Background: an optimization exercise with open tools, aiming at small area and a short achievable clock period. Do not read the settings as production practice. Function was checked by simulation only, so behaviour that the tests miss may differ from the original. No activity file was given, so power comes from the tool's default toggle rates.

`flow/run.sh`:
```
#!/bin/bash
# The standard ORFS layout (the standard.sh) with changes to how it sizes
# cells only: the port buffers that the standard flow inserts use the smallest
# buffer (buf_1), and clock tree synthesis uses clkbuf_8 clusters of at most
# 20 sinks and no dummy loads. Everything else is the standard flow.
set -euo pipefail
export BUFFER_PORTS_ARGS="-buffer_cell sky130_fd_sc_hd__buf_1"
export CTS_ARGS="-sink_clustering_enable -repair_clock_nets -sink_clustering_size 20 -sink_clustering_max_diameter 50 -buf_list sky130_fd_sc_hd__clkbuf_8 -dont_use_dummy_load"
bash standard.sh > standard_flow.log 2>&1
```
`standard.sh`:
```
#!/bin/bash
# synth_recipe.tcl (not shown) runs the flow's synth.tcl, then flattens the netlist and writes it again
# the make line also repeats each setting of config.mk as NAME=value (left out here)
make -C /OpenROAD-flow-scripts/flow DESIGN_CONFIG=/design/flow/config.mk WORK_HOME=/design/flow/orfs CLKGATE_MAP_FILE= SYNTH_SCRIPT=/design/flow/synth_recipe.tcl "${@:-finish}"
```
`config.mk`:
```
export PLATFORM = sky130hd
export DESIGN_NAME = proc
export DESIGN_NICKNAME = proc
export VERILOG_FILES = /design/flow/design.v
export SDC_FILE = /design/flow/constraint.sdc
export NUM_CORES = 4
export LEC_CHECK = 0
export CAP_MARGIN = 20
export CORE_MARGIN = 2
export CORE_UTILIZATION = 55
export CTS_BUF_LIST = sky130_fd_sc_hd__clkbuf_8
export CTS_CLUSTER_DIAMETER = 50
export CTS_CLUSTER_SIZE = 20
export SETUP_SLACK_MARGIN = 5
export SLEW_MARGIN = 20
```
`constraint.sdc`:
```
create_clock -name core_clock -period 9.0 [get_ports {clk}]
set_input_delay 1.8000 -clock core_clock [delete_from_list [all_inputs] [get_ports {clk}]]
set_output_delay 1.8000 -clock core_clock [all_outputs]
set_load 0.01 [all_outputs]
```
`design.v`:
```
module proc (
  imem_addr, dmem_addr, dmem_wdata, dmem_re, dmem_we, halt_out,
  clk, rst, imem_data, dmem_rdata
  );
  input clk;
  input rst;
  output [15:0] imem_addr;
  input  [15:0] imem_data;
  output [15:0] dmem_addr;
  output [15:0] dmem_wdata;
  output        dmem_re;
  output        dmem_we;
  input  [15:0] dmem_rdata;
  output        halt_out;
  reg [15:0] pc;                   
  reg [15:0] ir_d, pc_d;           
  reg [15:0] x_e, y_e;             
  reg [7:0]  imm_e;                 
  reg [2:0]  rs_e, rt_e;           
  reg [1:0]  opl_e;                
  reg        sub_e, jr_e;
  reg        r_add_e, r_xor_e, r_andn_e, r_imm_e, r_btr_e, r_set_e, r_sh_e;
  reg [1:0]  shop_e;               
  reg [3:0]  shamt_e;              
  reg [2:0]  wreg_e;
  reg        regw_e, memr_e, memw_e, br_e, jmp_e, halt_e;
  reg [15:0] alu_m, wdata_m;       
  reg [2:0]  wreg_m;
  reg        regw_m, re_m, we_m, redir_m, halt_m;
  reg [15:0] rf [0:7];
  wire [4:0] op = ir_d[15:11];
  wire [2:0] fs = ir_d[10:8];
  wire [2:0] ft = ir_d[7:5];
  wire [1:0] d_fn = ir_d[1:0];
  wire d_st    = (op == 5'b10000);
  wire d_ld    = (op == 5'b10001);
  wire d_stu   = (op == 5'b10011);
  wire d_jl    = (op[4:1] == 4'b0011);           
  wire d_jr    = (op == 5'b00101) | (op == 5'b00111);
  wire d_br    = (op[4:2] == 3'b011);
  wire d_jmp   = (op[4:2] == 3'b001);
  wire d_memw  = d_st | d_stu;
  wire d_memr  = d_st | d_ld | d_stu;
  wire d_five  = (op[4:2] == 3'b010) | (op[4:2] == 3'b101) | d_memr;
  wire d_zx    = (op == 5'b01010) | (op == 5'b01011) | (op == 5'b10010);
  wire d_regdst = (op[4:2] == 3'b111) | (op[4:1] == 4'b1101) | (op == 5'b11001);
  wire d_regw  = (op[4:2] == 3'b010) | (op[4:2] == 3'b101) | d_ld | d_stu |
                 (op[4:3] == 2'b11) | (op == 5'b10010) | d_jl;
  wire d_rsv = (op[4:2] == 3'b010) | (op[4:2] == 3'b101) | (op[4:3] == 2'b11 && op != 5'b11000) |
               (op == 5'b01100) | (op == 5'b10010) | d_memr | d_jr;
  wire d_rtv = (op[4:2] == 3'b111) | (op[4:1] == 4'b1101) | d_memr | d_jl;
  wire [2:0] d_rt  = d_jl ? 3'b111 : ft;
  wire [2:0] d_rsf = d_rsv ? fs : 3'b000;
  wire [2:0] d_wreg = d_jl ? 3'b111 : d_stu ? fs : d_five ? ft : d_regdst ? ir_d[4:2] : fs;
  wire d_rr   = (op == 5'b11011);
  wire d_sub  = (d_rr & d_fn == 2'b01) | (op == 5'b01001) | (op[4:2] == 3'b111 && op[1:0] != 2'b11);
  wire d_bimm = (op[4:2] == 3'b010) | (op[4:2] == 3'b100) | (op[4:2] == 3'b101) | (op == 5'b00111);
  wire [15:0] d_imm = d_five ? (d_zx ? {11'b0, ir_d[4:0]} : {{11{ir_d[4]}}, ir_d[4:0]})
                             : (d_zx ? {8'b0, ir_d[7:0]}  : {{8{ir_d[7]}}, ir_d[7:0]});
  wire d_r_add  = (op == 5'b01000) | (op == 5'b01001) | d_memr | (d_rr & ~d_fn[1]);
  wire d_r_xor  = (op == 5'b01010) | (d_rr & d_fn == 2'b10);
  wire d_r_andn = (op == 5'b01011) | (d_rr & d_fn == 2'b11);
  wire d_r_slbi = (op == 5'b10010);
  wire d_r_lbi  = (op == 5'b11000);
  wire d_r_btr  = (op == 5'b11001);
  wire d_r_set  = (op[4:2] == 3'b111);
  wire d_r_sh   = ~(d_r_add | d_r_xor | d_r_andn | d_r_lbi | d_r_btr | d_r_set);    
  wire [1:0] d_shop = (op[4:2] == 3'b101) ? op[1:0] : (op == 5'b11010) ? d_fn : d_r_slbi ? 2'b01 : 2'b00;
  wire stall = memr_e & ((rt_e == fs) & d_rsv | (rt_e == d_rt) & d_rtv);
  wire [15:0] wd;
  integer i;
  always @(posedge clk) begin
    for (i = 0; i < 8; i = i + 1)
      if (rst | (regw_m & (wreg_m == i)))
        rf[i] <= wd;
  end
  wire [2:0] sel1 = d_memw ? fs : ft;
  wire [2:0] sel2 = d_memw ? ft : fs;
  wire [7:0] oh1 = 8'b1 << sel1;
  wire [7:0] oh2 = 8'b1 << sel2;
  reg [15:0] rd_1, rd_2;
  integer j;
  always @(*) begin
    rd_1 = 16'h0; rd_2 = 16'h0;
    for (j = 0; j < 8; j = j + 1) begin
      rd_1 = rd_1 | ({16{oh1[j]}} & rf[j]);
      rd_2 = rd_2 | ({16{oh2[j]}} & rf[j]);
    end
  end
  wire [15:0] res, wbv;
  wire fa_ld  = memr_e & regw_e & (d_rsf == rs_e);
  wire fa_ex  = regw_e & d_rsv & (fs == wreg_e);
  wire fa_mem = regw_m & d_rsv & (fs == wreg_m);
  wire fb_ex  = regw_e & d_rtv & (d_rt == wreg_e);
  wire fb_mem = regw_m & d_rtv & (d_rt == wreg_m);
  wire [15:0] x_n = fb_ex ? res : fb_mem ? wbv : rd_1;
  wire [15:0] y_n = fa_ld ? rd_1 : fa_ex ? res : fa_mem ? wbv : rd_2;
  wire [15:0] pc2 = pc + 16'd2;
  wire [15:0] pc_d_nx = stall ? pc : pc2;
  assign imem_addr = pc;
  always @(posedge clk) begin
    pc <= ({16{~rst & ~stall &  redir_m}} & wdata_m) |
          ({16{~rst & ~stall & ~redir_m}} & pc2) |
          ({16{~rst &  stall}} & pc);
    ir_d[15:11] <= rst ? 5'b00001 : imem_data[15:11];    
    ir_d[10:0]  <= imem_data[10:0];
    pc_d <= pc_d_nx;
  end
  always @(posedge clk) begin
    x_e    <= d_jr ? rd_2 : (d_br | op == 5'b00100 | op == 5'b00110) ? pc_d :
              (d_bimm | d_r_lbi) ? d_imm : x_n;
    y_e    <= (d_memw & ~stall) ? x_n : y_n;
    imm_e  <= ir_d[7:0];
    rs_e   <= fs;
    rt_e   <= ft;
    opl_e  <= op[1:0];
    sub_e  <= d_sub;
    jr_e   <= d_jr;
    r_add_e <= d_r_add; r_xor_e <= d_r_xor; r_andn_e <= d_r_andn;
    r_imm_e <= d_r_slbi | d_r_lbi; r_btr_e <= d_r_btr; r_set_e <= d_r_set; r_sh_e <= d_r_sh;
    shop_e  <= d_shop;
    shamt_e <= d_r_slbi ? 4'd8 : d_bimm ? ir_d[3:0] : x_n[3:0];
    wreg_e <= d_wreg;
    if (rst) begin
      regw_e <= 1'b0; memr_e <= 1'b0; memw_e <= 1'b0;
      br_e <= 1'b0; jmp_e <= 1'b0; halt_e <= 1'b0;
    end else begin
      regw_e <= d_regw & ~stall;
      memr_e <= d_memr;
      memw_e <= d_memw & ~stall;
      br_e   <= d_br;
      jmp_e  <= d_jmp;
      halt_e <= (op == 5'b00000);
    end
  end
  wire [15:0] x = x_e;
  wire [15:0] y = y_e;
  wire [7:0]  imm = imm_e;
  wire [15:0] opb    = x;
  wire [15:0] add_a  = sub_e ? ~y : y;
  wire [16:0] sum    = {1'b0, add_a} + {1'b0, opb} + {16'b0, sub_e};
  wire [3:0] sh_rot = shop_e[1] ? (4'd0 - shamt_e) : shamt_e;
  wire [15:0] rt1 = sh_rot[0] ? {y[14:0],   y[15]}      : y;
  wire [15:0] rt2 = sh_rot[1] ? {rt1[13:0], rt1[15:14]} : rt1;
  wire [15:0] rt4 = sh_rot[2] ? {rt2[11:0], rt2[15:12]} : rt2;
  wire [15:0] rot = sh_rot[3] ? {rt4[7:0],  rt4[15:8]}  : rt4;
  reg  [15:0] sh_mask;
  integer k;
  always @(*) begin
    for (k = 0; k < 16; k = k + 1)
      case (shop_e)
        2'b01:   sh_mask[k] = (k >= shamt_e);         
        2'b11:   sh_mask[k] = ((15 - k) >= shamt_e);  
        default: sh_mask[k] = 1'b1;                   
      endcase
  end
  wire [15:0] sh_res = rot & sh_mask;
  wire eq  = (sum[15:0] == 16'h0000);
  wire c15 = sum[15] ^ ~y[15] ^ x[15];
  wire le  = (~x[15] & y[15]) | (~x[15] & c15) | (y[15] & c15);    
  wire set_bit = (opl_e == 2'b00) ? eq : (opl_e == 2'b01) ? (le & ~eq) : (opl_e == 2'b10) ? le : sum[16];
  wire [15:0] btr;
  genvar g;
  generate for (g = 0; g < 16; g = g + 1) begin : BTRG
    assign btr[g] = y[15 - g];
  end endgenerate
  assign res = ({16{r_add_e}}  & sum[15:0]) |
               ({16{r_xor_e}}  & (y ^ opb)) |
               ({16{r_andn_e}} & (y & ~opb)) |
               ({16{r_imm_e}}  & x) |
               ({16{r_btr_e}}  & btr) |
               ({16{r_set_e}}  & {15'b0, set_bit}) |
               ({16{r_sh_e}}   & sh_res);
  wire yz = (y == 16'h0000);
  wire cond = opl_e[1] ? (opl_e[0] ? ~y[15] : y[15]) : (opl_e[0] ? ~yz : yz);
  wire [8:0]  t_lo   = {1'b0, x[7:0]} + {1'b0, imm[7:0]};
  wire [7:0]  t_hi8  = x[15:8] + {8{imm[7]}} + {7'b0, t_lo[8]};
  wire [7:0]  t_hi11 = x[15:8] + {{5{rs_e[2]}}, rs_e} + {7'b0, t_lo[8]};
  wire [7:0]  t_hi   = (jr_e | (br_e & cond)) ? t_hi8 : t_hi11;
  always @(posedge clk) begin
    alu_m   <= res;
    wdata_m <= (br_e | jmp_e) ? {t_hi, t_lo[7:0]} : y;
    wreg_m  <= wreg_e;
    if (rst) begin
      regw_m <= 1'b0; re_m <= 1'b0; we_m <= 1'b0; redir_m <= 1'b0; halt_m <= 1'b0;
    end else begin
      regw_m  <= regw_e;
      re_m    <= memr_e & ~memw_e;
      we_m    <= memw_e;
      redir_m <= br_e | jmp_e;
      halt_m  <= halt_e;
    end
  end
  assign dmem_addr  = alu_m;
  assign dmem_wdata = wdata_m;
  assign dmem_re    = re_m;
  assign dmem_we    = we_m & ~rst;
  assign halt_out   = halt_m;
  assign wbv = re_m ? dmem_rdata : alu_m;
  wire jl_next = (imem_data[15:12] == 4'b0011);
  wire w_pc  = ~rst & jl_next;
  wire w_rd  = ~rst & ~jl_next & re_m;
  wire w_alu = ~rst & ~jl_next & ~re_m;
  assign wd = ({16{w_pc}} & pc_d_nx) | ({16{w_rd}} & dmem_rdata) | ({16{w_alu}} & alu_m);
endmodule
```
==> impl_metrics.toml, run 1 <==
[outcome]
outcome = "complete, no violations"

[setup_path]
required_ns = 7.20
reg2reg_slack_ns = 5.12
arrival_ns = 2.25
start_kind = "input port"
critPathKind = "in2out"
cp_top_family = "buffers and inverters"
timing.rr.start = "y_e[0]"
reg2reg_depth = 11
slowest_delay_ns = 0.12
cp-end-kind = "output pin"
path_buf_inv = 3
worst_path_max_delay_cell = "clkbuf_16"
reg2reg_to = "y_e[0]"
crit_chain = "clkbuf_16 > buf_12 > nor2b_4 > buf_6"
cp_max_fo = 2

[worst_hold_path]
hp-class = "reg2reg"
min_from = "memw_e"
worstHoldPathCells = 1
holdPathEnd = "re_m"

[layout]
diodes = 0
nets = 1957
register_area_mm2 = 0.00701
fin_area_mm2 = 0.0184
area_growth_pct = 7.74
final_cells = 2255
drive_gt1_share_pct = 10.7
n_fill_cell = 2709
multiInputGateArea_mm2 = 0.00956

[detailed_routing]
firstDrtPassIters = 8
drt-wirelength-per-cell_um = 27.1
drcViolationCount = 0
vias = 15500
postRouteAntennaNets = 0
drt_iter0_drc = 1937
vias_per_cell = 6.87
drt-total-wl_um = 61200

[die]
dieArea_mm2 = 0.0325
die-width_um = 180
num_rows = 64
die_h_um = 180
initial_core_util_pct = 55.9
pin_count = 85
core_mm2 = 0.0306

[sta]
max_freq_mhz = 247
finalSetupViolations = 0
final-hold-violation-count = 0
finalCriticalPeriod_ns = 4.05
final.setup_skew_ns = 0.0645
period_share_pct = 45.0
slew_violations = 0
tightest_slew_ns = 1.19
final.setup.tns_ns = 0
rsz0062_at_grt = "yes"
slew_headroom_pct = 20.2

[pwr]
power_mw = 4.18
power_density_mw_per_mm2 = 227
p_leak_nw = 7.05
peakVddDrop_mv = 0.154

[global_routing]
grt_util_met1_pct = 47.8
track_usage_pct = 36.3
grt_max_degree = 44
grt_use_met2_pct = 57.2
grt_pass1_wl_um = 90400
grt_pass1_vias = 14500
antenna_found_initial = 0
gr-usage-met3_pct = 4.95
top_usage_layer = "met2"
grt-ovfl-total = 0

[yosys]
synth_edf_count = 128
postSynth.asyncResetShare_pct = 0
synth_area_leaders = "edfxtp_1 22%, dfxtp_1 18%, a22oi_1 4.6%"
ys_seq_elements = 285
synth_top_area_share_pct = 22.5
synthFlopType = "dfxtp_1"
syn_avg_cell_area_um2 = 9.31
ys_warn_count = 2
netlist_area_mm2 = 0.0171
yosysUniqueCellTypes = 94
synthCells = 1836
synth_area_leader_cell = "edfxtp_1"
yosysSeqAreaShare_pct = 40.9

[placement]
place_congestion = 0.980
placed_area_mm2 = 0.0176
dp_cells = 2206
io_buffers = 84
dp_hpwl_um = 43300

[clock_network]
cts_tree = "done"
cts_buffers = 29
cts.sinks = 285
cts_max_level = 1
holdBufCountCts = 0
cts_buffer_depth = 3
cts-root-buf = "clkbuf_8"
clock_latency_ns = 0.62
clk_pin_slew_ns = 0.05

[flow_run]
maxCapViolCount = 0
==> through the flow <==
step	hold WS, ns	setup WS, ns	utilization (%)
2_1_floorplan	0.326	5.02	-
3_3_place_gp	0.399	4.53	57.4
3_5_place_dp	0.400	4.50	57.4
4_1_cts	0.418	4.95	59.3
5_1_grt	0.421	4.91	60.2
6_report	0.417	4.95	60.2
==> registers in the layout, summed over array words and instances, names as in the netlist, 2 cells and up <==
signal and flops:
pc_d 16, rf 128, rt_e 2, wreg_e 3, y_e 16, wreg_m 3, alu_m 16, shop_e 2
shamt_e 4, rs_e 3, opl_e 2, x_e 16, ir_d 16, imm_e 6, wdata_m 16, pc 16
==> power by group <==
part / leakage (nW) / switching [mW] / internal [mW]
registers: 2.62 / 0.283 / 1.61
logic: 4.22 / 0.974 / 0.611
clock network: 0.209 / 0.419 / 0.285
total: 7.05 / 1.68 / 2.50
==> metal layers <==
layer | wire [µm] | up-vias
met3 | 5400 | 212
met5 | 0 | -
li1 | - | 6934
met2 | 27700 | 917
met1 | 24000 | 7430
met4 | 4050 | 0
==> worst reg2reg max path, delay by kind of cell, from the launching register on <==
family	cells	cell delay (ns)
buffers and inverters	1	0.08
flip-flops	1	0.38
adder cells (fa/ha/maj)	1	0.42
AND/OR/NAND/NOR	4	1.50
XOR/XNOR	1	0.19
AO/OA/AOI/OAI	3	0.92
multiplexers	1	0.27
==> synth_stat cells, types with 9 or more instances <==
| cell | number |
|---|---|
| inv_1 | 48 |
| nor3_1 | 28 |
| nor2b_1 | 17 |
| mux2_2 | 29 |
| a211oi_1 | 26 |
| nand4_1 | 15 |
| nand2b_1 | 21 |
| o211ai_1 | 22 |
| a221oi_1 | 9 |
| mux2i_1 | 60 |
| o31ai_1 | 10 |
| and4_1 | 10 |
| or3_1 | 10 |
| and3_1 | 19 |
| dfxtp_1 | 157 |
| a22oi_1 | 104 |
| ha_1 | 56 |
| nand2_1 | 157 |
| mux4_2 | 15 |
| a21o_1 | 17 |
| a21boi_0 | 10 |
| buf_1 | 14 |
| nor2_1 | 150 |
| nor3b_1 | 10 |
| xor2_1 | 39 |
| a31oi_1 | 12 |
| a21oi_1 | 134 |
| edfxtp_1 | 128 |
| buf_2 | 16 |
| a221o_1 | 12 |
| o22ai_1 | 14 |
| nand3_1 | 43 |
| nor4_1 | 14 |
| o21ai_0 | 112 |
| clkbuf_1 | 96 |
| xnor2_1 | 37 |
| a22o_1 | 11 |
==> worst max path at each step <==
stage	from	to	slack, ns	cells past startpoint
6_report	rst	dmem_we	4.95	4
5_1_grt	x_e[0]	wdata_m[14]	4.91	21
4_1_cts	rst	dmem_we	4.95	4
3_5_place_dp	sub_e	y_e[0]	4.50	10
3_3_place_gp	rst	dmem_we	4.53	4
2_1_floorplan	rst	dmem_we	5.02	2
==> logic make-up (layout without fill, tap and decap cells) <==
family / count (synthesis) / in the layout / share of synthesized area, %
adder cells (fa/ha/maj): 62 / 62 / 4.80
flip-flops: 285 / 285 / 40.9
buffers and inverters: 184 / 207 / 4.32
multiplexers: 106 / 106 / 7.62
XOR/XNOR: 77 / 77 / 3.99
AND/OR/NAND/NOR: 531 / 531 / 15.0
AO/OA/AOI/OAI: 591 / 591 / 23.4
==> cell type report <==
cell class,count,area share [%]
Sequential cell,285,38.1
Multi-Input combinational cell,1367,51.9
Timing Repair Buffer,127,4.10
Clock buffer,29,2.17
Inverter,51,1.04
Tap cell,396,2.69
==> placed cells by master (no fill, tap or decap), types with 12 or more instances in the layout <==
| cell type | count |
|---|---|
| o21ai_0 | 106 |
| nand3_1 | 43 |
| edfxtp_1 | 128 |
| xnor2_1 | 36 |
| mux4_2 | 15 |
| nor2b_1 | 16 |
| mux2i_1 | 58 |
| buf_4 | 38 |
| and3_1 | 19 |
| nor4_1 | 12 |
| nand2_1 | 155 |
| a31oi_1 | 12 |
| o22ai_1 | 14 |
| a21oi_1 | 126 |
| a22oi_1 | 104 |
| ha_1 | 55 |
| a221o_1 | 12 |
| xor2_1 | 38 |
| buf_1 | 82 |
| dfxtp_1 | 143 |
| a21o_1 | 17 |
| clkbuf_8 | 29 |
| nand2b_1 | 21 |
| a211oi_1 | 25 |
| nor3_1 | 27 |
| nor2_1 | 148 |
| nand4_1 | 15 |
| inv_1 | 47 |
| o211ai_1 | 22 |
| mux2_2 | 29 |
==> what timing repair did <==
item | 4_1_cts | 5_1_grt
buffers inserted | 2 | 16
pin swaps | 1 | 15
endpoints found under the hold margin | 0 | 0
endpoints found under the setup margin | 89 | 108
gates cloned | 2 | 0
gates resized for setup | 27 | 39
==> run 2, diff against run 1 <==
--- a/config.mk
+++ b/config.mk
@@ -9,6 +9,3 @@
 export CORE_MARGIN = 2
-export CORE_UTILIZATION = 55
-export CTS_BUF_LIST = sky130_fd_sc_hd__clkbuf_8
-export CTS_CLUSTER_DIAMETER = 50
-export CTS_CLUSTER_SIZE = 20
+export CORE_UTILIZATION = 65
 export SETUP_SLACK_MARGIN = 5
==> run 2 against run 1 <==
Synthesized cell count is the same. Area after synthesis did not move. Via count is 1.0% higher. Cell count shrank 3.2%. Hold slack improved by 0.011 ns. Highest routed layer unchanged. Setup slack worse by 0.0021 ns. Fmax hardly changed. Clock power decreased by 7.8%. Power decreased by 1.8%. Sequential power about the same. Global-route usage rose by 3.8 points.
==> impl_metrics.toml, run 2 <==
[yosys]
yosysUniqueCellTypes = 94
postSynth.asyncResetShare_pct = 0
synth_area_leader_cell = "edfxtp_1"
synth_commonest_cells = "157 x dfxtp_1, 157 x nand2_1, 150 x nor2_1"
synthFlopType = "dfxtp_1"
synth_top_area_share_pct = 22.5
netlist_area_mm2 = 0.0171
syn_avg_cell_area_um2 = 9.31
synth_area_leaders = "edfxtp_1 22%, dfxtp_1 18%, a22oi_1 4.6%"
synthCells = 1836
yosysSeqAreaShare_pct = 40.9
ys_warn_count = 2
ys_seq_elements = 285
synth_edf_count = 128

[sta]
final.setup_skew_ns = 0.0582
finalCriticalPeriod_ns = 4.06
finalSetupViolations = 0
final-hold-violation-count = 0
max_freq_mhz = 247
period_share_pct = 45.1
rsz0062_at_grt = "yes"
slew_headroom_pct = 27.2
tightest_slew_ns = 1.09
slew_violations = 0
timing.hold.ws_ns = 0.428
final.setup.tns_ns = 0

[die]
num_rows = 59
dieArea_mm2 = 0.0276
die-width_um = 166
initial_core_util_pct = 65.9
pin_count = 85
die_h_um = 166
core_mm2 = 0.0259

[layout]
final_common_cell = "nand2_1"
largest_reg_flops = 128
largest-register = "rf"
final_cell_mix = "153 x nand2_1, 148 x nor2_1, 142 x dfxtp_1"
diodes = 0
n_fill_cell = 2057
fin_area_mm2 = 0.0182
drive_gt1_share_pct = 9.79
nets = 1946
area_growth_pct = 6.46

[pwr]
peakVddDrop_mv = 0.187
power_density_mw_per_mm2 = 225
power_mw = 4.10
p_leak_nw = 6.96

[setup_path]
cp_max_fo = 3
cp-end-kind = "output pin"
cp_common_cell = "buf_12"
required_ns = 7.20
start_kind = "input port"
critPathKind = "in2out"
worst_path_max_delay_cell = "buf_12"
slowest_delay_ns = 0.12
arrival_ns = 2.26
crit_chain = "buf_12 > buf_12 > nor2b_4 > buf_6"

[clock_network]
holdBufCountCts = 0
cts_tree = "done"
clk_pin_slew_ns = 0.08
cts_buffers = 25
cts.sinks = 285
cts_max_level = 1
cts_buffer_depth = 3
clock_latency_ns = 0.61
cts-root-buf = "clkbuf_8"

[detailed_routing]
drcViolationCount = 0
postRouteAntennaNets = 0
drt-total-wl_um = 57500
drt-wirelength-per-cell_um = 26.4
firstDrtPassIters = 6
vias_per_cell = 7.17
drt_iter0_drc = 2398
vias = 15600

[placement]
dp_hpwl_um = 40300
placed_area_mm2 = 0.0175
io_buffers = 84
place_congestion = 1.00

[global_routing]
track_usage_pct = 40.1
grt-ovfl-total = 0
grt_max_degree = 57
antenna_found_initial = 0
grt_pass1_wl_um = 85800
grt_pass1_vias = 14700

[worst_hold_path]
hp-class = "reg2reg"

[flow_run]
maxCapViolCount = 0

[outcome]
outcome = "complete, no violations"
## run 2: critical path, delay by kind of cell
kind	cells	cell delay (ns)
buffers and inverters	3	0.33
AND/OR/NAND/NOR	1	0.12
## run 2: path summary, 6_finish.rpt
| kind | end | cells after the start | slack, ns | from |
|---|---|---|---|---|
| worst max-delay path | dmem_we | 4 | 4.94 | rst |
| worst min-delay path | wreg_m[0] | 0 | 0.43 | wreg_e[0] |
| worst max register to register | y_e[0] | 11 | 5.13 | y_e[0] |
| worst min register to register | wreg_m[0] | 0 | 0.43 | wreg_e[0] |
## run 2: area by class of cell
class	instances	area (µm²)	area share [%]
inverter	51	191	1.05
clock buffer	25	344	1.89
multi-input combinational	1367	9550	52.5
sequential	285	7010	38.5
timing repair buffer	120	673	3.70
tap	335	419	2.30
## run 2: report_power, final
group	internal (mW)	switching, mW
combinational	0.606	0.966
clock	0.247	0.402
sequential	1.61	0.276
total	2.46	1.64
## run 2: per-layer routing
layer,share of wire (%),track usage (%),up-vias
li1,-,-,6910
met1,37,52.4,7342
met2,45,63.7,1137
met3,11,5.89,259
met4,7.3,24.2,0
met5,0,0,-
## run 2: cells by family after synthesis
kind of cell	after synthesis	synth area share, %
XOR/XNOR	77	3.99
buffers and inverters	184	4.32
AND/OR/NAND/NOR	531	15.0
flip-flops	285	40.9
multiplexers	106	7.62
AO/OA/AOI/OAI	591	23.4
adder cells (fa/ha/maj)	62	4.80
## run 2: what timing repair did
action,CTS,global route
setup endpoints to repair,36,80
cloned,0,2
resized for setup,21,40
pin swaps,1,6
setup buffers,0,12
## run 2: metrics by stage
stage	setup WS, ns	instances	utilization, %
after floorplan	5.02	1836	-
after global placement	4.55	2143	67.5
after detailed placement	4.53	2143	67.5
after CTS	4.80	2168	69.1
after global routing	4.82	2183	70.2
final	4.94	2183	70.2
==> run 3, diff against run 2 <==
--- a/flow/run.sh
+++ b/flow/run.sh
@@ -4,3 +4,5 @@
 # buffer (buf_1), and clock tree synthesis uses clkbuf_8 clusters of at most
-# 20 sinks and no dummy loads. Everything else is the standard flow.
+# 20 sinks and no dummy loads; the buffers that ABC inserted are removed at
+# floorplan and the resizer buffers again where needed. Everything else is
+# the standard flow.
 set -euo pipefail
@@ -8,2 +10,3 @@
 export CTS_ARGS="-sink_clustering_enable -repair_clock_nets -sink_clustering_size 20 -sink_clustering_max_diameter 50 -buf_list sky130_fd_sc_hd__clkbuf_8 -dont_use_dummy_load"
+export REMOVE_ABC_BUFFERS=1
 bash standard.sh > standard_flow.log 2>&1
--- a/config.mk
+++ b/config.mk
@@ -9,3 +9,6 @@
 export CORE_MARGIN = 2
-export CORE_UTILIZATION = 65
+export CORE_UTILIZATION = 55
+export CTS_BUF_LIST = sky130_fd_sc_hd__clkbuf_8
+export CTS_CLUSTER_DIAMETER = 50
+export CTS_CLUSTER_SIZE = 20
 export SETUP_SLACK_MARGIN = 5
==> run 3 against run 2 <==
Still clean. Count of clock-buffer cells in the layout grew 6. Global-route usage fell by 4.7 points. Clock power grew 12%. First-iteration DRC count down 22%. Core utilization shrank 9.9 points. Via count shrank 2.4%. Critical path depth did not move. Sequential cell count did not move. Sequential share of layout area decreased by 0.44 points. Critical endpoint unchanged. Largest cell class unchanged.
==> impl_metrics.toml, run 3 <==
[yosys]
yosysUniqueCellTypes = 94
synth_top_area_share_pct = 22.5
syn_avg_cell_area_um2 = 9.31
ys_warn_count = 2
synth_area_leader_cell = "edfxtp_1"
synth_edf_count = 128
yosysSeqAreaShare_pct = 40.9
synthFlopType = "dfxtp_1"
postSynth.asyncResetShare_pct = 0
ys_seq_elements = 285
synthCells = 1836
netlist_area_mm2 = 0.0171
synth_commonest_cells = "157 x dfxtp_1, 157 x nand2_1, 150 x nor2_1"
synth_area_leaders = "edfxtp_1 22%, dfxtp_1 18%, a22oi_1 4.6%"

[setup_path]
crit_chain = "clkbuf_16 > buf_12 > nor2b_1 > buf_2"
path_buf_inv = 3
critPathKind = "in2out"
cp_max_fo = 2
reg2reg_to = "wdata_m[14]"
required_ns = 7.20
reg2reg_depth = 22
worst_path_max_delay_cell = "buf_2"
cp-end-kind = "output pin"
arrival_ns = 2.25
timing.rr.start = "x_e[0]"
reg2reg_slack_ns = 5.08
slowest_delay_ns = 0.13
cp_top_family = "buffers and inverters"
start_kind = "input port"

[global_routing]
grt_pass1_wl_um = 88700
antenna_found_initial = 0
grt_max_degree = 44
track_usage_pct = 35.4
grt_pass1_vias = 14200
grt-ovfl-total = 0

[sta]
tightest_slew_ns = 1.13
rsz0062_at_grt = "yes"
slew_headroom_pct = 23.3
finalSetupViolations = 0
final-hold-violation-count = 0
period_share_pct = 45.0
timing.hold.ws_ns = 0.376
slew_violations = 0
max_freq_mhz = 247
final.setup_skew_ns = 0.132
final.setup.tns_ns = 0
finalCriticalPeriod_ns = 4.05

[detailed_routing]
vias = 15300
vias_per_cell = 6.78
firstDrtPassIters = 5
postRouteAntennaNets = 0
drt-wirelength-per-cell_um = 26.4
drt-total-wl_um = 59500
drcViolationCount = 0
drt_iter0_drc = 1861

[clock_network]
cts_tree = "done"
cts_max_level = 1
cts_buffers = 31
cts_buffer_depth = 3
cts.sinks = 285
cts-root-buf = "clkbuf_8"
clock_latency_ns = 0.66
clk_pin_slew_ns = 0.06

[worst_hold_path]
holdPathEnd = "pc_d[0]"
worstHoldPathCells = 0
hp-class = "reg2reg"
min_from = "pc[0]"

[outcome]
outcome = "complete, no violations"

[placement]
place_congestion = 0.997
io_buffers = 84
dp_hpwl_um = 42300
dp_cells = 2207

[pwr]
power_density_mw_per_mm2 = 227
power_mw = 4.19
p_leak_nw = 7.04
peakVddDrop_mv = 0.174

[die]
die-width_um = 180
core_mm2 = 0.0306
die_h_um = 180
initial_core_util_pct = 55.9
pin_count = 85
num_rows = 64
dieArea_mm2 = 0.0325

[layout]
final_cell_mix = "154 x nand2_1, 146 x nor2_1, 135 x dfxtp_1"
diodes = 0
largest-register = "rf"
final_common_cell = "nand2_1"
final_cells = 2252
area_growth_pct = 7.93
n_fill_cell = 2710
largest_reg_flops = 128
nets = 1954
drive_gt1_share_pct = 11.5

[flow_run]
maxCapViolCount = 0
## run 3: cell types whose count changed in the layout (fill, tap and decap cells not counted), moves of 4 or more
cell / delta
dfxtp_1: -7
clkbuf_8: +6
a21oi_1: -5
a21oi_2: +5
dfxtp_2: +4
mux2i_2: +4
## run 3: cell type report
| cell class | instances | area, µm² | area share [%] |
|---|---|---|---|
| clock buffers | 31 | 427 | 2.31 |
| inverters | 51 | 191 | 1.04 |
| multi-input cells | 1367 | 9600 | 52.1 |
| flip-flops and latches | 285 | 7030 | 38.1 |
| well taps | 396 | 495 | 2.69 |
| repair buffers | 122 | 698 | 3.79 |
## run 3: where the power goes
part           internal [mW]  switching, mW
sequential              1.61          0.283
clock                  0.303          0.421
combinational          0.607          0.964
## run 3: worst max-delay path by stage
| stage | start | to | slack (ns) | cells after the start |
|---|---|---|---|---|
| 2_1_floorplan | imem_data[15] | rf[0][14] | 4.82 | 3 |
| 3_3_place_gp | rst | dmem_we | 4.53 | 4 |
| 3_5_place_dp | sub_e | shamt_e[0] | 4.46 | 10 |
| 4_1_cts | rst | dmem_we | 4.95 | 4 |
| 5_1_grt | x_e[0] | wdata_m[14] | 4.85 | 22 |
| 6_report | rst | dmem_we | 4.95 | 4 |
## run 3: logic make-up after synthesis
group                      synth area share [%]
xor gates and xnor gates                   3.99
AOI/OAI and AO/OA                          23.4
DFF                                        40.9
muxes                                      7.62
and+or+nand+nor                            15.0
adders and majority gates                  4.80
buffers and inverters                      4.32
## run 3: per-layer routing
layer  share of wire (%)  up-vias  wire length [µm]  global-route usage, %
li1                    -     6923                 -                      -
met1                  40     7330             23900                   47.2
met2                  46      852             27600                   57.4
met3                 8.6      167              5140                   5.25
met4                 4.8        0              2870                   15.7
met5                   0        -                 0                      0
## run 3: per-stage QoR
| step | worst slack [ns] | utilization [%] | area [µm²] |
|---|---|---|---|
| 5_1_grt | 4.85 | 60.3 | 18400 |
| 4_1_cts | 4.95 | 59.5 | 18200 |
| 3_5_place_dp | 4.46 | 57.5 | 17600 |
| 3_3_place_gp | 4.53 | 57.5 | 17600 |
| 2_1_floorplan | 4.82 | - | 16500 |
| 6_report | 4.95 | 60.3 | 18400 |
## run 3: repair_timing
item                       in CTS  in global routing
hold buffers                    0                  0
gates resized for setup        28                 50
setup endpoints to repair      55                 95
cloned                          2                  0
pin swaps                       1                 11
setup buffers                   3                  9
==> run 4, diff against run 3 <==
==> flow/run.sh (replaced) <==
#!/bin/bash
# The standard ORFS layout (the standard.sh) with one change to how it
# sizes cells: the port buffers that the standard flow inserts use the
# smallest buffer (buf_1) instead of the resizer's default pick.
set -euo pipefail
export BUFFER_PORTS_ARGS="-buffer_cell sky130_fd_sc_hd__buf_1"
bash standard.sh > standard_flow.log 2>&1
==> run 4 against run 3 <==
Register-to-register slack is essentially flat. Clock power grew 32%. Die area did not move. Core utilization increased by 0.92 points. Count of clock-buffer cells in the layout is 2 lower. Sequential power about the same. Routed wire length up 3.4%. Sequential share of layout area is 0.64 points lower. Setup slack hardly changed. Via count rose by 2.5%. Critical path type unchanged. Highest routed layer unchanged.
==> impl_metrics.toml, run 4 <==
[sta]
final-hold-violation-count = 0
finalSetupViolations = 0
rsz0062_at_grt = "yes"
final.setup.tns_ns = 0
slew_headroom_pct = 17.9
final.setup_skew_ns = 0.0195
max_freq_mhz = 247
tightest_slew_ns = 1.22
finalCriticalPeriod_ns = 4.05
period_share_pct = 45.0
slew_violations = 0

[setup_path]
arrival_ns = 2.25
cp-startpoint = "rst"
timing.rr.start = "x_e[0]"
reg2reg_slack_ns = 5.08
required_ns = 7.20
cp_max_fo = 2
critPathKind = "in2out"
reg2reg_depth = 12
cp-end-kind = "output pin"
reg2reg_to = "y_e[0]"
start_kind = "input port"
endpoint = "dmem_we"

[yosys]
netlist_area_mm2 = 0.0171
synth_edf_count = 128
ys_seq_elements = 285
yosysUniqueCellTypes = 94
synthFlopType = "dfxtp_1"
synth_top_area_share_pct = 22.5
ys_warn_count = 2
synth_area_leader_cell = "edfxtp_1"
synthCells = 1836
synth_commonest_cells = "157 x dfxtp_1, 157 x nand2_1, 150 x nor2_1"
synth_area_leaders = "edfxtp_1 22%, dfxtp_1 18%, a22oi_1 4.6%"
syn_avg_cell_area_um2 = 9.31
yosysSeqAreaShare_pct = 40.9
postSynth.asyncResetShare_pct = 0

[die]
num_rows = 64
die_h_um = 180
dieArea_mm2 = 0.0325
initial_core_util_pct = 55.9
core_mm2 = 0.0306
die-width_um = 180
pin_count = 85

[clock_network]
holdBufCountCts = 0
cts.sinks = 285
clock_latency_ns = 0.63
cts_max_level = 1
cts_buffers = 29
cts_tree = "done"
cts-root-buf = "clkbuf_8"
cts_buffer_depth = 3
clk_pin_slew_ns = 0.09

[detailed_routing]
drcViolationCount = 0
vias_per_cell = 6.86
drt-total-wl_um = 61500
postRouteAntennaNets = 0
firstDrtPassIters = 9
vias = 15700
drt_iter0_drc = 2076
drt-wirelength-per-cell_um = 27.0

[pwr]
p_switching_mw = 1.82
peakVddDrop_mv = 0.159
switching_share_pct = 41.0
comb_power_share_pct = 36.0
seqPwrFrac_pct = 42.5
p_clk_share_pct = 21.5
internal_power_mw = 2.62
power_density_mw_per_mm2 = 238
p_leak_nw = 7.19

[layout]
final_cell_mix = "156 x nand2_1, 148 x nor2_1, 143 x dfxtp_1"
final_common_cell = "nand2_1"
drive_gt1_share_pct = 12.0
diodes = 0
nets = 1959
largest_reg_flops = 128
area_growth_pct = 9.58
largest-register = "rf"
n_fill_cell = 2680
fin_area_mm2 = 0.0187

[global_routing]
track_usage_pct = 36.3
grt-ovfl-total = 0
antenna_found_initial = 0
grt_pass1_vias = 14600
grt_pass1_wl_um = 90700
grt_max_degree = 44

[worst_hold_path]
hp-class = "reg2reg"

[placement]
placed_area_mm2 = 0.0176
place_congestion = 0.980
io_buffers = 84
dp_hpwl_um = 43300

[outcome]
outcome = "complete, no violations"

[flow_run]
maxCapViolCount = 0
==> run 4: layout make-up <==
class / instances / area (µm²) / share of cell area [%]
flip-flops and latches: 285 / 7010 / 37.5
well taps: 396 / 495 / 2.65
inverters: 51 / 191 / 1.02
multi-input cells: 1367 / 9570 / 51.1
clock buffers: 29 / 399 / 2.13
repair buffers: 129 / 757 / 4.04
clock inverters: 24 / 300 / 1.60
==> run 4: stage by stage <==
step | instances | utilization [%] | hold slack (ns) | power, mW | setup WS [ns]
final | 2281 | 61.2 | 0.423 | 4.45 | 4.95
after global routing | 2281 | 61.2 | 0.440 | 4.63 | 4.88
after CTS | 2263 | 60.3 | 0.424 | 4.35 | 4.95
after detailed placement | 2206 | 57.4 | 0.400 | 3.38 | 4.50
after global placement | 2206 | 57.4 | 0.399 | 3.36 | 4.53
after floorplan | 1836 | - | 0.326 | 2.82 | 5.02
==> run 4: power by group through the flow <==
stage	combinational [mW]	sequential (mW)	clock (mW)
6_report	1.60	1.89	0.958
5_1_grt	1.72	1.90	1.02
2_1_floorplan	1.06	1.76	0
4_1_cts	1.51	1.87	0.967
3_5_place_dp	1.48	1.90	0
3_3_place_gp	1.46	1.90	0
==> run 4: how the worst min path moves through the flow <==
stage / from / to / slack, ns / cells past startpoint
6_report: memw_e / re_m / 0.42 / 1
3_5_place_dp: wreg_e[2] / wreg_m[2] / 0.40 / 0
2_1_floorplan: ir_d[12] / opl_e[1] / 0.33 / 0
3_3_place_gp: memw_e / re_m / 0.40 / 1
4_1_cts: memw_e / re_m / 0.42 / 1
5_1_grt: wreg_e[2] / wreg_m[2] / 0.44 / 0
==> run 4: repair_timing <==
item / CTS / global route
resized for setup: 29 / 37
buffers inserted: 2 / 18
gates cloned: 2 / 0
setup endpoints to repair: 89 / 116
pin swaps: 2 / 15
==> run 4: worst max-delay path, cell delays in order <==
cell and delay [ns]:
clkbuf_16 0.12, buf_12 0.12, nor2b_4 0.10, buf_6 0.11
==> run 4: layer usage <==
| layer | part of all wire, % | track usage [%] | vias to the layer above |
|---|---|---|---|
| met3 | 8.7 | 4.67 | 235 |
| met5 | 0 | 0 | - |
| met4 | 6.9 | 21.7 | 0 |
| met2 | 45 | 57.5 | 917 |
| met1 | 39 | 47.8 | 7528 |
| li1 | - | - | 6979 |
==> run 4: logic make-up after synthesis <==
family | Yosys count | synth area share [%]
AO/OA/AOI/OAI | 591 | 23.4
XOR/XNOR | 77 | 3.99
adder cells (fa/ha/maj) | 62 | 4.80
buffers and inverters | 184 | 4.32
flip-flops | 285 | 40.9
multiplexers | 106 | 7.62
AND/OR/NAND/NOR | 531 | 15.0
==> run 5, diff against run 4 <==
--- a/design.v
+++ b/design.v
@@ -80,11 +80,7 @@
   wire [7:0] oh2 = 8'b1 << sel2;
-  reg [15:0] rd_1, rd_2;
-  integer j;
-  always @(*) begin
-    rd_1 = 16'h0; rd_2 = 16'h0;
-    for (j = 0; j < 8; j = j + 1) begin
-      rd_1 = rd_1 | ({16{oh1[j]}} & rf[j]);
-      rd_2 = rd_2 | ({16{oh2[j]}} & rf[j]);
-    end
-  end
+  wire [15:0] rd_1, rd_2;
+  sel8 RD1(.s(oh1), .d0(rf[0]), .d1(rf[1]), .d2(rf[2]), .d3(rf[3]),
+           .d4(rf[4]), .d5(rf[5]), .d6(rf[6]), .d7(rf[7]), .q(rd_1));
+  sel8 RD2(.s(oh2), .d0(rf[0]), .d1(rf[1]), .d2(rf[2]), .d3(rf[3]),
+           .d4(rf[4]), .d5(rf[5]), .d6(rf[6]), .d7(rf[7]), .q(rd_2));
   wire [15:0] res, wbv;
@@ -96,3 +92,21 @@
   wire [15:0] x_n = fb_ex ? res : fb_mem ? wbv : rd_1;
-  wire [15:0] y_n = fa_ld ? rd_1 : fa_ex ? res : fa_mem ? wbv : rd_2;
+  wire d_pcb = d_br | (op == 5'b00100) | (op == 5'b00110);    
+  wire d_ximm = d_bimm | d_r_lbi;
+  wire xs_rd2 = d_jr;
+  wire xs_pc  = ~d_jr & d_pcb;
+  wire xs_imm = ~d_jr & ~d_pcb & d_ximm;
+  wire xs_fwd = ~d_jr & ~d_pcb & ~d_ximm;
+  wire xs_res = xs_fwd & fb_ex;
+  wire xs_wbv = xs_fwd & ~fb_ex & fb_mem;
+  wire xs_rd1 = xs_fwd & ~fb_ex & ~fb_mem;
+  wire st_go  = d_memw & ~stall;
+  wire ys_rd1 = st_go ? (~fb_ex & ~fb_mem) : fa_ld;
+  wire ys_res = st_go ? fb_ex : (~fa_ld & fa_ex);
+  wire ys_wbv = st_go ? (~fb_ex & fb_mem) : (~fa_ld & ~fa_ex & fa_mem);
+  wire ys_rd2 = ~st_go & ~fa_ld & ~fa_ex & ~fa_mem;
+  wire [15:0] x_sel, y_sel;
+  sel6 XS(.s({xs_res, xs_wbv, xs_rd1, xs_rd2, xs_pc, xs_imm}),
+          .d0(d_imm), .d1(pc_d), .d2(rd_2), .d3(rd_1), .d4(wbv), .d5(res), .q(x_sel));
+  sel4 YS(.s({ys_res, ys_wbv, ys_rd1, ys_rd2}),
+          .d0(rd_2), .d1(rd_1), .d2(wbv), .d3(res), .q(y_sel));
   wire [15:0] pc2 = pc + 16'd2;
@@ -109,5 +123,4 @@
   always @(posedge clk) begin
-    x_e    <= d_jr ? rd_2 : (d_br | op == 5'b00100 | op == 5'b00110) ? pc_d :
-              (d_bimm | d_r_lbi) ? d_imm : x_n;
-    y_e    <= (d_memw & ~stall) ? x_n : y_n;
+    x_e    <= x_sel;
+    y_e    <= y_sel;
     imm_e  <= ir_d[7:0];
@@ -205 +218,21 @@
 endmodule
+module sel8(s, d0, d1, d2, d3, d4, d5, d6, d7, q);
+  input  [7:0]  s;
+  input  [15:0] d0, d1, d2, d3, d4, d5, d6, d7;
+  output [15:0] q;
+  assign q = ({16{s[0]}} & d0) | ({16{s[1]}} & d1) | ({16{s[2]}} & d2) | ({16{s[3]}} & d3) |
+             ({16{s[4]}} & d4) | ({16{s[5]}} & d5) | ({16{s[6]}} & d6) | ({16{s[7]}} & d7);
+endmodule
+module sel6(s, d0, d1, d2, d3, d4, d5, q);
+  input  [5:0]  s;
+  input  [15:0] d0, d1, d2, d3, d4, d5;
+  output [15:0] q;
+  assign q = ({16{s[0]}} & d0) | ({16{s[1]}} & d1) | ({16{s[2]}} & d2) | ({16{s[3]}} & d3) |
+             ({16{s[4]}} & d4) | ({16{s[5]}} & d5);
+endmodule
+module sel4(s, d0, d1, d2, d3, q);
+  input  [3:0]  s;
+  input  [15:0] d0, d1, d2, d3;
+  output [15:0] q;
+  assign q = ({16{s[0]}} & d0) | ({16{s[1]}} & d1) | ({16{s[2]}} & d2) | ({16{s[3]}} & d3);
+endmodule
==> flow/run.sh (replaced) <==
#!/bin/bash
# The standard ORFS layout (the standard.sh) with changes to how it sizes
# cells only: the port buffers that the standard flow inserts use the smallest
# buffer (buf_1), and clock tree synthesis uses clkbuf_8 clusters of at most
# 20 sinks and no dummy loads; synthesis maps adders with yosys's default
# (Brent-Kung) carry logic instead of the Kogge-Stone extra map. Everything
# else is the standard flow.
set -euo pipefail
export BUFFER_PORTS_ARGS="-buffer_cell sky130_fd_sc_hd__buf_1"
export CTS_ARGS="-sink_clustering_enable -repair_clock_nets -sink_clustering_size 20 -sink_clustering_max_diameter 50 -buf_list sky130_fd_sc_hd__clkbuf_8 -dont_use_dummy_load"
export SYNTH_OPERATIONS_ARGS="-nofsm"
bash standard.sh > standard_flow.log 2>&1
--- a/config.mk
+++ b/config.mk
@@ -10,6 +10,4 @@
 export CORE_UTILIZATION = 55
-export CTS_BUF_LIST = sky130_fd_sc_hd__clkbuf_8
-export CTS_CLUSTER_DIAMETER = 50
-export CTS_CLUSTER_SIZE = 20
 export SETUP_SLACK_MARGIN = 5
 export SLEW_MARGIN = 20
+export SYNTH_HIERARCHICAL = 1
==> run 5 against run 4 <==
Still clean. Synthesized cell count shrank 15%. Count of clock-buffer cells in the layout rose by 5. Sequential power hardly changed. Setup slack worse by 0.16 ns. Area after synthesis is 3.8% lower.
==> impl_metrics.toml, run 5 <==
[setup_path]
critPathKind = "reg2reg"
reg2reg_to = "wdata_m[15]"
cp_max_fo = 2
arrival_ns = 4.66
timing.rr.start = "x_e[0]"
reg2reg_depth = 21
cp_common_cell = "a21o_1"
cp_top_family = "compound AO/OA/AOI/OAI gates"
reg2reg_slack_ns = 4.79
start_kind = "flip-flop"
crit_chain = "ha_4 > inv_2 > fa_2 > inv_2 > a21o_1 > a21o_1 > a21o_1 > a21o_1 > a21o_1 > a21o_1 > fa_2 > fa_2 > a21o_1 > a21o_1 > a21o_1 > a21o_1 > fa_2 > xor2_1 > mux2i_1 > xnor2_1 > a21oi_1"
path_buf_inv = 2
cp-end-kind = "flip-flop"
worst_path_max_delay_cell = "dfxtp_4"
slowest_delay_ns = 0.36
required_ns = 9.44

[die]
core_mm2 = 0.0296
die_h_um = 177
dieArea_mm2 = 0.0313
die-width_um = 177
initial_core_util_pct = 55.6
num_rows = 63
pin_count = 85

[yosys]
synth_area_leader_cell = "edfxtp_1"
netlist_area_mm2 = 0.0164
yosysSeqAreaShare_pct = 42.5
ys_seq_elements = 285
yosysUniqueCellTypes = 79
yosysMostFrequentCell = "a22oi_1"
synth_top_area_share_pct = 23.4
synth_area_leaders = "edfxtp_1 23%, dfxtp_1 19%, a22oi_1 9.0%"
postSynth.asyncResetShare_pct = 0
synth_edf_count = 128
synthCells = 1556
synth_commonest_cells = "198 x a22oi_1, 157 x dfxtp_1, 145 x nand2_1"
ys_warn_count = 9
syn_avg_cell_area_um2 = 10.6
synthFlopType = "dfxtp_1"

[detailed_routing]
wl_met2_um = 23400
drcViolationCount = 0
drt-total-wl_um = 53300
m1WireLength_um = 23000
vias_per_cell = 6.74
drt-wirelength-per-cell_um = 26.9
routed-wl-met3_um = 4900
drt_iter0_drc = 1691
top_layer = "met4"
firstDrtPassIters = 6
vias = 13400
postRouteAntennaNets = 0

[global_routing]
grt_max_degree = 49
grt-ovfl-total = 0
antenna_found_initial = 0
track_usage_pct = 33.7
grt_pass1_wl_um = 78000
grt_pass1_vias = 12400

[sta]
period_share_pct = 46.8
finalSetupViolations = 0
max_freq_mhz = 237
final.setup.tns_ns = 0
rsz0062_at_grt = "yes"
setup_ws_ns = 4.79
final.setup_skew_ns = 0.104
slew_violations = 0
final-hold-violation-count = 0
slew_headroom_pct = 25.2
tightest_slew_ns = 1.12
finalCriticalPeriod_ns = 4.21
timing.hold.ws_ns = 0.421

[flow_run]
maxCapViolCount = 0

[worst_hold_path]
holdPathEnd = "re_m"
min_from = "memw_e"
hp-class = "reg2reg"
worstHoldPathCells = 1

[clock_network]
cts_buffers = 34
cts_buffer_depth = 3
clock_latency_ns = 0.58
cts-root-buf = "clkbuf_8"
cts.sinks = 285
clk_pin_slew_ns = 0.10
cts_max_level = 2
holdBufCountCts = 0
cts_tree = "done"

[layout]
largest-register = "rf"
area_growth_pct = 6.56
nets = 1706
n_fill_cell = 2606
drive_gt1_share_pct = 15.4
final_cell_mix = "197 x a22oi_1, 146 x dfxtp_1, 144 x nand2_1"
final_common_cell = "a22oi_1"
largest_reg_flops = 128
diodes = 0

[pwr]
power_density_mw_per_mm2 = 227
p_leak_nw = 6.56
peakVddDrop_mv = 0.149

[placement]
dp_slack_ns = 4.38
io_buffers = 84
dp_hpwl_um = 37600
place_congestion = 0.925

[outcome]
outcome = "complete, no violations"
[run 5: cell types whose count changed after synthesis, moves of 22 or more]
cell / delta
a21oi_1: -92
a22oi_1: +94
a22oi_2: +22
buf_6: +51
clkbuf_1: -45
mux2i_1: -22
nand4_1: +37
nor2_1: -63
o21ai_0: -58
[run 5: logic make-up (layout without fill, tap and decap cells)]
group                      count (synthesis)  count (layout)  synth area share [%]
and+or+nand+nor                          438             438                  13.3
adders and majority gates                 79              79                  7.00
xor gates and xnor gates                  58              58                  3.09
muxes                                     94              94                  7.79
buffers and inverters                    167             203                  6.62
DFF                                      285             285                  42.5
AOI/OAI and AO/OA                        435             435                  19.6
[run 5: through the flow]
stage               utilization, %  power (mW)  cell area, µm²  instances
floorplan                        -        2.66           16500       1556
global placement              56.0        3.11           16500       1920
detailed placement            56.0        3.13           16500       1921
CTS                           58.4        3.90           17300       1968
global route                  59.2        4.15           17500       1982
finish                        59.2        3.97           17500       1982
[run 5: routing by layer]
layer,vias to the layer above,track usage [%]
li1,5957,-
met2,696,51.4
met4,0,11.7
met5,-,0
met1,6588,48.0
met3,123,6.66
[run 5: worst register-to-register path: cells and delay by family (launching register included)]
kind / cells / cell delay (ns)
AOI/OAI and AO/OA: 11 / 1.80
adders and majority gates: 5 / 1.34
DFF: 1 / 0.36
xor gates and xnor gates: 2 / 0.31
muxes: 1 / 0.21
buffers and inverters: 2 / 0.09
[run 5: per-module statistics from Yosys, one instance, submodules excluded]
module / copies in the design / flops+latches / cells inside
proc: 1 / 285 / 1232
sel6: 1 / 0 / 76
sel8: 2 / 0 / 96
sel4: 1 / 0 / 56
[run 5: how the worst max path moves through the flow]
stage | start | cells after the start | slack, ns | to
after floorplan | x_e[0] | 21 | 4.88 | wdata_m[15]
after global routing | x_e[0] | 21 | 4.57 | wdata_m[15]
after CTS | x_e[0] | 21 | 4.72 | wdata_m[15]
after detailed placement | sub_e | 17 | 4.38 | x_e[0]
final | x_e[0] | 21 | 4.79 | wdata_m[15]
after global placement | sub_e | 17 | 4.45 | x_e[0]
[run 5: repair_timing]
| action | 4_1_cts | 5_1_grt |
|---|---|---|
| gates cloned | 2 | 0 |
| buffers inserted | 11 | 14 |
| pin swaps | 17 | 18 |
| setup endpoints to repair | 30 | 21 |
| endpoints found under the hold margin | 0 | 0 |
| gates resized for setup | 28 | 28 |
[run 5: where the power goes]
group	switching, mW	leakage [nW]	internal [mW]
logic	0.793	3.70	0.534
clock network	0.430	0.244	0.335
registers	0.265	2.62	1.61
total	1.49	6.56	2.48
[run 5: final cells by class]
cell class,instances,area [µm²],area share [%]
tap,390,488,2.79
timing repair buffer,128,773,4.42
inverter,41,154,0.879
sequential,285,7010,40.0
clock buffer,34,468,2.67
multi-input combinational,1104,8620,49.2
==> run 6, diff against run 5 <==
==> flow/run.sh (replaced) <==
#!/bin/bash
# The standard ORFS layout (the standard.sh) with changes to how it sizes
# cells only: the port buffers that the standard flow inserts use the smallest
# buffer (buf_1), and clock tree synthesis uses clkbuf_8 clusters of at most
# 20 sinks and no dummy loads. Everything else is the standard flow.
set -euo pipefail
export BUFFER_PORTS_ARGS="-buffer_cell sky130_fd_sc_hd__buf_1"
export CTS_ARGS="-sink_clustering_enable -repair_clock_nets -sink_clustering_size 20 -sink_clustering_max_diameter 50 -buf_list sky130_fd_sc_hd__clkbuf_8 -dont_use_dummy_load"
bash standard.sh > standard_flow.log 2>&1
--- a/config.mk
+++ b/config.mk
@@ -9,4 +9,4 @@
 export CORE_MARGIN = 2
-export CORE_UTILIZATION = 55
-export SETUP_SLACK_MARGIN = 5
+export CORE_UTILIZATION = 62
+export SETUP_SLACK_MARGIN = 4.9
 export SLEW_MARGIN = 20
==> run 6 against run 5 <==
Core utilization rose by 6.6 points. Routed wire length decreased by 1.9%. Fmax up 3.9%. Critical path depth shrank 17. Register-to-register slack gained 0.31 ns. Sequential power is essentially flat. Clock power is 11% lower. Final area is 1.7% lower. Critical endpoint is now dmem_we. Cell count rose by 2.0%.
==> impl_metrics.toml, run 6 <==
[outcome]
outcome = "complete, no violations"

[pwr]
power_density_mw_per_mm2 = 232
peakVddDrop_mv = 0.204
p_leak_nw = 6.49

[sta]
final.setup.tns_ns = 0
setup_ws_ns = 4.95
slew_violations = 0
finalSetupViolations = 0
final.setup_skew_ns = 0.133
max_freq_mhz = 247
finalCriticalPeriod_ns = 4.05
final-hold-violation-count = 0
slew_headroom_pct = 21.6
tightest_slew_ns = 1.18
period_share_pct = 45.0
rsz0062_at_grt = "no"

[setup_path]
cp_max_fo = 3
worst_path_max_delay_cell = "buf_2"
arrival_ns = 2.25
crit_chain = "buf_12 > buf_12 > nor2b_1 > buf_2"
cp-end-kind = "output pin"
path_buf_inv = 3
start_kind = "input port"
cp_common_cell = "buf_12"
critPathKind = "in2out"
required_ns = 7.20
cp_top_family = "buffers and inverters"
slowest_delay_ns = 0.13

[worst_hold_path]
hp-class = "reg2reg"

[yosys]
synthCells = 1680
postSynth.asyncResetShare_pct = 0
synth_commonest_cells = "202 x a22oi_1, 164 x nand2_1, 157 x dfxtp_1"
synth_area_leaders = "edfxtp_1 23%, dfxtp_1 19%, a22oi_1 9.1%"
netlist_area_mm2 = 0.0166
synth_compound_area_share_pct = 22.7
yosysUniqueCellTypes = 78
synth_top_family_by_area = "compound AO/OA/AOI/OAI gates"
synthFlopType = "dfxtp_1"
yosysMostFrequentCell = "a22oi_1"
ys_seq_elements = 285
synth-adder-area-share_pct = 4.95
synthSimpleGateAreaFrac_pct = 13.9
synth_top_area_share_pct = 23.2
ys_warn_count = 9
synth-xor-area-share_pct = 4.01
yosysSeqAreaShare_pct = 42.1
synth_edf_count = 128
synth_area_leader_cell = "edfxtp_1"
syn_avg_cell_area_um2 = 9.88
synth_mux_area_share_pct = 5.75

[global_routing]
antenna_found_initial = 0
grt_pass1_wl_um = 78400
track_usage_pct = 36.5
grt-ovfl-total = 0
grt_pass1_vias = 12900
grt_max_degree = 58

[die]
dieArea_mm2 = 0.0281
initial_core_util_pct = 63.5
core_mm2 = 0.0261
pin_count = 85
num_rows = 59
die-width_um = 168
die_h_um = 168

[layout]
final_common_cell = "a22oi_1"
final_cell_mix = "202 x a22oi_1, 164 x nand2_1, 150 x dfxtp_1"
diodes = 0
largest-register = "rf"
final_cells = 2021
nets = 1784
area_growth_pct = 3.75
n_fill_cell = 2129
drive_gt1_share_pct = 10.6
fin_util_pct = 65.9
largest_reg_flops = 128

[clock_network]
clock_latency_ns = 0.63
cts_max_level = 1
cts.sinks = 285
cts_buffers = 28
clk_pin_slew_ns = 0.07
cts_tree = "done"
holdBufCountCts = 0
cts-root-buf = "clkbuf_8"
cts_buffer_depth = 3

[detailed_routing]
firstDrtPassIters = 6
vias_per_cell = 6.96
vias = 14100
drt-wirelength-per-cell_um = 25.9
drcViolationCount = 0
drt_iter0_drc = 2002
postRouteAntennaNets = 0
drt-total-wl_um = 52300

[placement]
io_buffers = 84
dp_hpwl_um = 37200
place_congestion = 1.00
dp_cells = 1988
dp_slack_ns = 4.50

[flow_run]
maxCapViolCount = 0
==> run 6: cell count changes in the layout (fill, tap and decap cells not counted), sizes merged, moves of 10 or more <==
cell    delta
a21oi     +47
buf       -16
fa        -16
mux2      -10
nand2     +19
nand2b    +10
nor2      +26
o21ai     +14
xnor2     +15
==> run 6: what timing repair did <==
| item | 4_1_cts | 5_1_grt |
|---|---|---|
| endpoints found under the setup margin | 4 | 16 |
| setup buffers | 0 | 3 |
| pin swaps | 0 | 6 |
| resized for setup | 5 | 32 |
| cloned | 0 | 2 |
==> run 6: layout make-up <==
class                           instances  area, µm²  share of cell area, %
Clock buffer                           28        385                   2.24
Inverter                               43        161                  0.938
Multi-Input combinational cell       1219       8660                   50.3
Sequential cell                       285       7000                   40.7
Tap cell                              335        419                   2.43
Timing Repair Buffer                  111        583                   3.39
==> run 6: modules after synthesis (local to each module, per instance) <==
module | cells | copies in the design
sel6 | 76 | 1
sel8 | 96 | 2
proc | 1356 | 1
sel4 | 56 | 1
==> run 6: stage by stage <==
stage	total power [mW]	instance area [µm²]	hold slack, ns
floorplan	2.78	16600	0.329
global placement	3.24	16600	0.389
detailed placement	3.26	16600	0.393
CTS	3.93	17000	0.341
global route	4.18	17200	0.349
finish	4.00	17200	0.372
==> run 6: report_power, final <==
group / switching [mW] / internal [mW] / total, mW
registers: 0.277 / 1.61 / 1.89
clock network: 0.409 / 0.275 / 0.684
logic: 0.879 / 0.547 / 1.43
==> run 6: worst reg2reg max path: cells and delay by family (launching register included) <==
kind	cells	cell delay, ns
buf+inv	2	0.12
mux	1	0.19
compound gates	10	1.66
fa+ha+maj	3	0.80
xor+xnor	2	0.29
simple gates	3	0.32
flops	1	0.35
==> run 6: layer usage <==
layer	vias to the layer above	global-route usage, %	share of wire [%]
met4	0	13.2	4.1
met5	-	0	0
met3	134	5.20	9.4
met2	795	59.9	47
met1	6792	49.7	39
li1	6337	-	-
==> run 6: worst paths after layout <==
path	startpoint	to	slack [ns]	cells past startpoint
setup / recovery	rst	dmem_we	4.95	4
hold reg to reg	pc[0]	pc_d[0]	0.37	0
hold / removal	pc[0]	pc_d[0]	0.37	0
setup reg to reg	x_e[0]	wdata_m[15]	5.10	21
==> run 6: kinds of logic (layout without fill, tap and decap cells) <==
kind of cell / Yosys count / in the layout
muxes: 72 / 72
DFF: 285 / 285
AOI/OAI and AO/OA: 526 / 526
adders and majority gates: 62 / 62
and+or+nand+nor: 483 / 483
xor gates and xnor gates: 76 / 76
buffers and inverters: 176 / 182
==> run 7, diff against run 6 <==
--- a/config.mk
+++ b/config.mk
@@ -10,3 +10,3 @@
 export CORE_UTILIZATION = 62
-export SETUP_SLACK_MARGIN = 4.9
+export SETUP_SLACK_MARGIN = 5
 export SLEW_MARGIN = 20
==> run 7 against run 6 <==
Synthesized cell count stayed put. Highest routed layer is now met5. Critical path type unchanged. Global-route usage is 0.11 points higher. Still clean. Clock skew is 0.0024 ns higher. Core utilization is 0.29 points higher. Area after synthesis stayed put. First-iteration DRC count hardly changed. Largest power group unchanged. Routed wire length is 0.72% higher. Final area is 0.44% higher. Register-to-register slack better by 0.06 ns.
==> impl_metrics.toml, run 7 <==
[flow_run]
maxCapViolCount = 0

[placement]
place_congestion = 1.00
dp_slack_ns = 4.50
dp_hpwl_um = 37200
io_buffers = 84

[sta]
slew_headroom_pct = 18.7
rsz0062_at_grt = "yes"
finalSetupViolations = 0
slew_violations = 0
final.setup.tns_ns = 0
final.setup_skew_ns = 0.135
tightest_slew_ns = 1.22
finalCriticalPeriod_ns = 4.03
final-hold-violation-count = 0
period_share_pct = 44.8
setup_ws_ns = 4.97
timing.hold.ws_ns = 0.373
max_freq_mhz = 248

[die]
dieArea_mm2 = 0.0281
die_h_um = 168
die-width_um = 168
num_rows = 59
initial_core_util_pct = 63.5
pin_count = 85
core_mm2 = 0.0261

[yosys]
yosysMostFrequentCell = "a22oi_1"
syn_avg_cell_area_um2 = 9.88
synth_area_leader_cell = "edfxtp_1"
netlist_area_mm2 = 0.0166
yosysSeqAreaShare_pct = 42.1
yosysUniqueCellTypes = 78
postSynth.asyncResetShare_pct = 0
synthFlopType = "dfxtp_1"
synthCells = 1680
synth_commonest_cells = "202 x a22oi_1, 164 x nand2_1, 157 x dfxtp_1"
ys_seq_elements = 285
synth_top_area_share_pct = 23.2
ys_warn_count = 9
synth_edf_count = 128
synth_area_leaders = "edfxtp_1 23%, dfxtp_1 19%, a22oi_1 9.1%"

[layout]
largest_reg_flops = 128
final_common_cell = "a22oi_1"
diodes = 0
area_growth_pct = 4.20
final_cell_mix = "202 x a22oi_1, 164 x nand2_1, 148 x dfxtp_1"
largest-register = "rf"
drive_gt1_share_pct = 11.5
nets = 1788

[setup_path]
critPathKind = "in2out"
cp-end-kind = "output pin"
required_ns = 7.20
arrival_ns = 2.23
start_kind = "input port"
cp_max_fo = 2

[detailed_routing]
vias = 14100
drt-wirelength-per-cell_um = 26.0
postRouteAntennaNets = 0
drt_iter0_drc = 2003
firstDrtPassIters = 9
vias_per_cell = 6.96
drt-total-wl_um = 52700
drcViolationCount = 0

[global_routing]
grt_pass1_wl_um = 78600
track_usage_pct = 36.6
antenna_found_initial = 1
grt-ovfl-total = 0
grt_pass1_vias = 12900
grt_max_degree = 58

[worst_hold_path]
hp-class = "reg2reg"

[pwr]
power_density_mw_per_mm2 = 233
p_leak_nw = 6.51
peakVddDrop_mv = 0.204

[clock_network]
cts_buffers = 28
holdBufCountCts = 0
clk_pin_slew_ns = 0.07
cts-root-buf = "clkbuf_8"
cts.sinks = 285
clock_latency_ns = 0.63
cts_tree = "done"
cts_max_level = 1
cts_buffer_depth = 3

[outcome]
outcome = "complete, no violations"
==> run 7: cell counts after synthesis <==
Identical to the previous run, type by type.
==> run 7: cells by family after synthesis <==
kind of cell	share of synthesized area [%]
AO/OA/AOI/OAI	22.7
AND/OR/NAND/NOR	13.9
flip-flops	42.1
buffers and inverters	6.55
XOR/XNOR	4.01
multiplexers	5.75
adder cells (fa/ha/maj)	4.95
==> run 7: layout make-up <==
type	count	area, µm²
tap	335	419
sequential	285	7000
fill	2122	8840
clock buffer	28	385
timing repair buffer	115	613
multi-input combinational	1219	8710
inverter	43	161
==> run 7: worst paths after layout <==
path	end	from	cells past startpoint	slack, ns
min	pc_d[0]	pc[0]	0	0.37
min reg2reg	pc_d[0]	pc[0]	0	0.37
max reg2reg	y_e[0]	ir_d[13]	11	5.16
max	dmem_we	rst	4	4.97
==> run 7: stage by stage <==
stage	power (mW)	std cells	area (µm²)	utilization, %
after floorplan	2.78	1680	16600	-
after global placement	3.24	1988	16600	63.7
after detailed placement	3.26	1988	16600	63.7
after CTS	3.94	2018	17100	65.4
after global routing	4.20	2025	17300	66.2
final	4.02	2025	17300	66.2
==> run 7: Yosys stat by module (local to each module, per instance) <==
module / copies in the design / flops+latches / cells / area [µm²]
sel4: 1 / 0 / 56 / 464
sel6: 1 / 0 / 76 / 589
sel8: 2 / 0 / 96 / 779
proc: 1 / 285 / 1356 / 14000
==> run 7: power by group <==
part	internal, mW	switching [mW]
clock network	0.275	0.407
registers	1.61	0.279
logic	0.557	0.888
total	2.45	1.57
==> run 7: worst max-delay path, stage by stage <==
cell and delay, ns:
buf_12 0.10, buf_12 0.11, nor2b_1 0.09, buf_2 0.13
==> run 7: timing repair <==
item / CTS / global route
endpoints found under the setup margin: 6 / 23
setup buffers: 2 / 5
gates cloned: 0 / 2
gates resized for setup: 12 / 39
pin swaps: 2 / 20
==> run 7: per-layer routing <==
layer  vias to the layer above  GRT usage, %  part of all wire, %
met5                         -             0                0.021
li1                       6349             -                    -
met4                         2          13.2                  4.3
met2                       793          60.2                   47
met1                      6804          49.7                   39
met3                       151          5.22                  9.6

==> separate check: timing with driven ports <==
How much do the figures lean on ideal ports? The routed layouts below were timed once more, with nothing changed but the port constraints.
Step 1: set_driving_cell puts a clkbuf_16 on clk and a buf_2 on each other input, an assumption about the parent block.
Step 2 also shifts input and output timing later by t, the mid clock arrival at the registers, as if the neighbouring blocks saw the same clock.
a / b / c = ideal / step 1 / step 2; a / b = the first two.
run | t, ns | slack for setup (ns) | hold slack, ns | worst register clock-pin slew, ns | pins driven straight from the clock port
run 1 | 0.638 | 4.947 / 4.904 / 4.904 | 0.417 / 0.417 / 0.417 | 0.10 / 0.10 | 1
run 2 | 0.633 | 4.945 / 4.888 / 4.888 | 0.428 / 0.428 / 0.428 | 0.11 / 0.11 | 1
run 3 | 0.642 | 4.947 / 4.904 / 4.904 | 0.376 / 0.376 / 0.376 | 0.10 / 0.10 | 1
run 4 | 0.666 | 4.947 / 4.904 / 4.904 | 0.423 / 0.423 / 0.423 | 0.11 / 0.11 | 1
run 5 | 0.572 | 4.788 / 4.788 / 4.788 | 0.421 / 0.421 / 0.421 | 0.11 / 0.11 | 1
run 6 | 0.616 | 4.946 / 4.899 / 4.899 | 0.372 / 0.372 / 0.372 | 0.10 / 0.10 | 1
run 7 | 0.615 | 4.969 / 4.922 / 4.922 | 0.373 / 0.373 / 0.373 | 0.10 / 0.10 | 1
After both steps setup and hold are still met in every run listed. The setup slack of run 2, which loses most, moves by -0.057 ns with the drivers and by -0.057 ns with both steps.
